Context: an optimization exercise on an open-source flow, tuned for small area. The choices shown serve that exercise and are no tape-out recipe. The clock port is modelled as an ideal driver, which makes a skipped or thinned clock tree look cheaper than it is; a real chip needs a root buffer or a tree. Power and IR drop assume default switching activity.

==> module ALD_miami, before the edit <==
module ALD_miami(
    SW,
    RST_N,
    CLOCK_50,
    LEDR
);
input [7:1]SW;
input RST_N;
input CLOCK_50;
output [6:0]LEDR;
wire clk = CLOCK_50;
wire rst = RST_N;
reg [5:0] rung;
wire r0  = (rung == 6'd0);
wire r1  = (rung == 6'd1);
wire r2  = (rung == 6'd2);
wire r6  = (rung == 6'd6);
wire r7  = (rung == 6'd7);
wire r38 = (rung == 6'd38);
reg started;                 
reg mstart, mfc, tok;
reg ps0, ps1, ps2;           
reg tonp1_in, trig11, trig21, trig71, trig81;
reg [3:0] cyc_acc;           
reg cyc_ep;                  
reg SV1, SV4, VV1, VV2, heaterson, reactorheater, mfcwater;
assign LEDR = {mfcwater, reactorheater, heaterson, VV2, VV1, SV4, SV1};
reg [38:0] ring1;
reg [12:0] ring2;
reg [12:0] ring3;
reg cy1, cy2, cy3;
wire seg_tvac1  = (rung <= 6'd11);
wire seg_tpvac  = (rung >= 6'd12) & (rung <= 6'd15);
wire seg_tonp1  = (rung >= 6'd16) & (rung <= 6'd26);
wire seg_twater = (rung >= 6'd27);
wire first1     = r0 | (rung == 6'd12) | (rung == 6'd16) | (rung == 6'd27);
wire act1       = ~r38;
wire en1  = (seg_tonp1 & tonp1_in) | (seg_tvac1 & trig11) | (seg_twater & trig21) | (seg_tpvac & mstart);
wire sat1 = seg_tvac1 ? (ring1[11] & ring1[2] & ring1[1]) :
            seg_tpvac ? (ring1[3] & ring1[2]) :
                        (ring1[10] & ring1[1] & ring1[0]);
wire old1 = ring1[0] & started;
wire cin1 = first1 ? ~(sat1 & started) : cy1;
wire nb1  = act1 ? (en1 & (old1 ^ cin1)) : svac1_n;
wire first2 = r0;
wire sat2   = ring2[12] & ring2[3] & ring2[0];
wire cin2   = first2 ? ~sat2 : cy2;
wire nb2    = trig71 & (ring2[0] ^ cin2);
wire act3   = (rung >= 6'd28) & (rung <= 6'd37);
wire first3 = (rung == 6'd28);
wire sat3   = ring3[9] & ring3[1];
wire old3   = ring3[0] & started;
wire cin3   = first3 ? ~(sat3 & started) : cy3;
wire nb3    = act3 ? (tok & (old3 ^ cin3)) :
              r0   ? (SW[2] | cyc_dn) :
              r1   ? ~SW[7] :
              r38  ? svac2_n : ring3[0];
always @(posedge clk) begin
    ring1 <= {nb1, ring1[38:1]};
    ring2 <= {nb2, ring2[12:1]};
    ring3 <= {nb3, ring3[12:1]};
    cy1 <= old1 & cin1;
    cy2 <= ring2[0] & cin2;
    cy3 <= old3 & cin3;
end
wire tvac1_ge   = ring1[12] & ring1[3];      
wire tvac1_b0   = ring1[1];
wire tonp1_ge   = ring1[27] & ring1[18];     
wire tonp1_b0   = ring1[17];
wire twater_ge  = ring1[38] & ring1[29];     
wire twater_b0  = ring1[28];
wire tvacw_ge   = ring2[0] & ring2[4];       
wire tvacw_b0   = ring2[1];
wire tvacw_ge3  = ring2[0] & (ring2[4] | (ring2[3] & ring2[2] & ring2[1]));  
wire pulse_sat  = ring3[4] & ring3[9];
wire tpvac_sat  = ring1[16] & ring1[15];     
wire pulse_b9   = ring3[12];
wire vacpumps   = mstart & (~tpvac_sat | ~(ps0 | pulse_b9));
wire svac1      = ring1[0];
wire mstop_r2   = ring3[11];
wire mstop      = ring3[1];
wire heat       = ring3[2];
wire svac2      = ring3[0];
wire svac1_n    = trig11 & ~tvac1_ge;
wire svac2_n    = trig71 & ~tvacw_ge3;
wire startpos  = ps1 & ~ps2;
wire sv11      = tonp1_in & ~tonp1_ge;
wire sv1_start = tonp1_ge & ~tonp1_b0;
wire tonp1_n   = (trig81 & ~cyc_ep) | ps1 | sv11;
wire trig11_n  = sv1_start | (trig11 & ~startpos & ~trig81);
wire trig21_n  = (tvac1_ge & tvac1_b0) | (trig21 & ~startpos & ~trig81);
wire sw_tt     = trig21 & ~twater_ge;
wire trig71_n  = (trig21_n & twater_ge & ~twater_b0) | (trig71 & ~startpos & ~trig81);
wire trig81_n  = tvacw_ge & ~tvacw_b0;
wire cyc_res   = cyc_acc[3] & cyc_acc[1] & cyc_acc[0];
wire cyc_full  = cyc_acc[3] & cyc_acc[1] & ~cyc_acc[0];
wire cyc_dn    = cyc_ep & ~cyc_res;
wire cyc_inc   = trig81 & ~cyc_full;
wire [3:0] cyc_acc31 = cyc_res ? 4'd0 : cyc_acc + {3'd0, cyc_inc};
wire cyc_full31 = cyc_acc31[3] & cyc_acc31[1];
always @(posedge clk) begin
    if (r7) begin
        ps0 <= tok & ~pulse_sat;
    end
end
always @(posedge clk or negedge rst) begin
    if (rst == 1'b0) begin
        rung <= 6'd0;
        started <= 1'b0;
        mstart <= 1'b0;
        mfc <= 1'b0; tok <= 1'b0;
        ps1 <= 1'b0; ps2 <= 1'b0;
        tonp1_in <= 1'b0; trig11 <= 1'b0; trig21 <= 1'b0; trig71 <= 1'b0; trig81 <= 1'b0;
        cyc_acc <= 4'd0; cyc_ep <= 1'b0;
        SV1 <= 1'b0; SV4 <= 1'b0; VV1 <= 1'b0; VV2 <= 1'b0;
        heaterson <= 1'b0; reactorheater <= 1'b0; mfcwater <= 1'b0;
    end
    else begin
        rung <= r38 ? 6'd0 : rung + 6'd1;
        if (r2) mstart <= (~SW[1] & ~SW[3]) | (mstart & ~SW[2] & ~mstop_r2);
        if (r6) mfc <= mstart & (~SW[5] | (SW[6] & mfc));
        if (r7) begin
            tok <= mstart & (~SW[4] | tok);
        end
        if (r38) begin
            started <= 1'b1;
            ps1 <= ps0; ps2 <= ps1;
            tonp1_in <= tonp1_n;
            trig11 <= trig11_n;
            trig21 <= trig21_n;
            trig71 <= trig71_n;
            trig81 <= trig81_n;
            cyc_acc <= startpos ? 4'd11 : cyc_acc31;
            cyc_ep <= trig81 ? cyc_full31 : cyc_dn;
            SV1 <= mstart & sv11;
            SV4 <= mstart & sw_tt;
            VV1 <= mstart & (vacpumps | svac1);
            VV2 <= mstart & (vacpumps | svac2);
            heaterson <= heat;
            reactorheater <= (mstart | reactorheater) & ~mstop;
            mfcwater <= mfc;
        end
    end
end
endmodule
==> flow/config.mk <==
export PLATFORM = sky130hd
export DESIGN_NAME = ALD_miami
export DESIGN_NICKNAME = ALD_miami
export VERILOG_FILES = /design/flow/design.v
export SDC_FILE = /design/flow/constraint.sdc
export NUM_CORES = 4
export LEC_CHECK = 0
export CAP_MARGIN = 20
export CORE_MARGIN = 2
export CORE_UTILIZATION = 40
export SLEW_MARGIN = 20
==> flow/constraint.sdc <==
create_clock -name core_clock -period 50.0 [get_ports {CLOCK_50}]
set_input_delay 10.0000 -clock core_clock [delete_from_list [all_inputs] [get_ports {CLOCK_50}]]
set_output_delay 10.0000 -clock core_clock [all_outputs]
set_load 0.01 [all_outputs]
standard.sh (not shown) runs the stock make flow with config.mk's settings and CLKGATE_MAP_FILE= SYNTH_SCRIPT=/design/flow/synth_recipe.tcl, a recipe that flattens the netlist after the stock synthesis.
==> flow/flow/run.sh <==
#!/bin/bash
# The standard layout, except:
#  - the port buffers are the smallest buffer (buf_1) rather than the default
#  - the clock tree is built by flow/mycts.tcl: the clock port drives four
#    buf_12, each driving a quarter of the flip-flops, split by position
set -euo pipefail
P="BUFFER_PORTS_ARGS=-buffer_cell sky130_fd_sc_hd__buf_1"
bash standard.sh "$P" place > standard_place.log 2>&1
bash standard.sh "$P" run RUN_SCRIPT=$PWD/flow/mycts.tcl RUN_LOG_NAME_STEM=4_1_cts \
  MYCTS_NBUF=4 MYCTS_BUF=sky130_fd_sc_hd__buf_12 MYCTS_CLKNET=CLOCK_50 > mycts.log 2>&1
bash standard.sh "$P" finish > standard_finish.log 2>&1
Other scripts of this flow, unchanged in this note and not shown: flow/flow/mycts.tcl
Then changed:
--- a/flow/design.v
+++ b/flow/design.v
@@ -22,6 +22,5 @@
 reg ps0, ps1, ps2;           
 reg tonp1_in, trig11, trig21, trig71, trig81;
-reg [3:0] cyc_acc;           
-reg cyc_ep;                  
+reg [3:0] cyc_acc;
 reg SV1, SV4, VV1, VV2, heaterson, reactorheater, mfcwater;
 assign LEDR = {mfcwater, reactorheater, heaterson, VV2, VV1, SV4, SV1};
@@ -93,7 +92,8 @@
 wire trig71_n  = (trig21_n & twater_ge & ~twater_b0) | (trig71 & ~startpos & ~trig81);
 wire trig81_n  = tvacw_ge & ~tvacw_b0;
-wire cyc_res   = cyc_acc[3] & cyc_acc[1] & cyc_acc[0];
-wire cyc_full  = cyc_acc[3] & cyc_acc[1] & ~cyc_acc[0];
-wire cyc_dn    = cyc_ep & ~cyc_res;
+wire cyc_res   = cyc_acc[3] & cyc_acc[1] & (cyc_acc[2] | cyc_acc[0]);    
+wire cyc_ep    = cyc_acc[3] & cyc_acc[1] & ~cyc_acc[0];                   
+wire cyc_full  = cyc_ep & ~cyc_acc[2];                                    
+wire cyc_dn    = cyc_full;
 wire cyc_inc   = trig81 & ~cyc_full;
 wire [3:0] cyc_acc31 = cyc_res ? 4'd0 : cyc_acc + {3'd0, cyc_inc};
@@ -112,5 +112,5 @@
         ps1 <= 1'b0; ps2 <= 1'b0;
         tonp1_in <= 1'b0; trig11 <= 1'b0; trig21 <= 1'b0; trig71 <= 1'b0; trig81 <= 1'b0;
-        cyc_acc <= 4'd0; cyc_ep <= 1'b0;
+        cyc_acc <= 4'd0;
         SV1 <= 1'b0; SV4 <= 1'b0; VV1 <= 1'b0; VV2 <= 1'b0;
         heaterson <= 1'b0; reactorheater <= 1'b0; mfcwater <= 1'b0;
@@ -131,6 +131,5 @@
             trig71 <= trig71_n;
             trig81 <= trig81_n;
-            cyc_acc <= startpos ? 4'd11 : cyc_acc31;
-            cyc_ep <= trig81 ? cyc_full31 : cyc_dn;
+            cyc_acc <= startpos ? (cyc_full31 ? 4'd14 : 4'd11) : cyc_acc31;
             SV1 <= mstart & sv11;
             SV4 <= mstart & sw_tt;
Final area falls by about 1.1%.
Clock power falls by about 1%.
Routed wire length rises by about 0.46%.
Power falls by 1.0%.
Maximum frequency barely changes.
Global-route usage stays flat.
Worst hold slack is worse by 4.3 ps.
Combinational power is about the same.
Cell count falls by 0.52%.
Synthesized area falls by 1.1%.
Core utilization falls by 0.26 points.
Clock skew rises by 6.3 ps.
Worst setup slack is worse by 18 ps.
Sequential share of layout area stays flat.
No functional check of the RTL was part of any run of this note. No run of this note takes its clock network from TritonCTS; it comes from the design's own scripts or RTL.

==> port drivers added, routing unchanged <==
Ports are ideal in the flow. The routed layouts listed here were re-timed in OpenROAD.
Step 1: set_driving_cell puts a clkbuf_16 on CLOCK_50 and a buf_2 on each other input, an assumption about the parent block.
Step 2, shift: input delay + t, output delay - t, t = (earliest + latest rising clock arrival at the registers) / 2. This alone moves slack from input paths to output paths.
a / b / c = ideal / step 1 / step 2; a / b = the first two.
| run | t, ns | slack for setup (ns) | worst setup path at the end | pins driven straight from the clock port |
|---|---|---|---|---|
| the first run | 0.209 | 39.343 / 39.263 / 39.375 | input to register | 4 |
| the second run | 0.209 | 39.325 / 39.243 / 39.431 | input to register | 4 |
After both steps setup and hold are still met in every run listed.
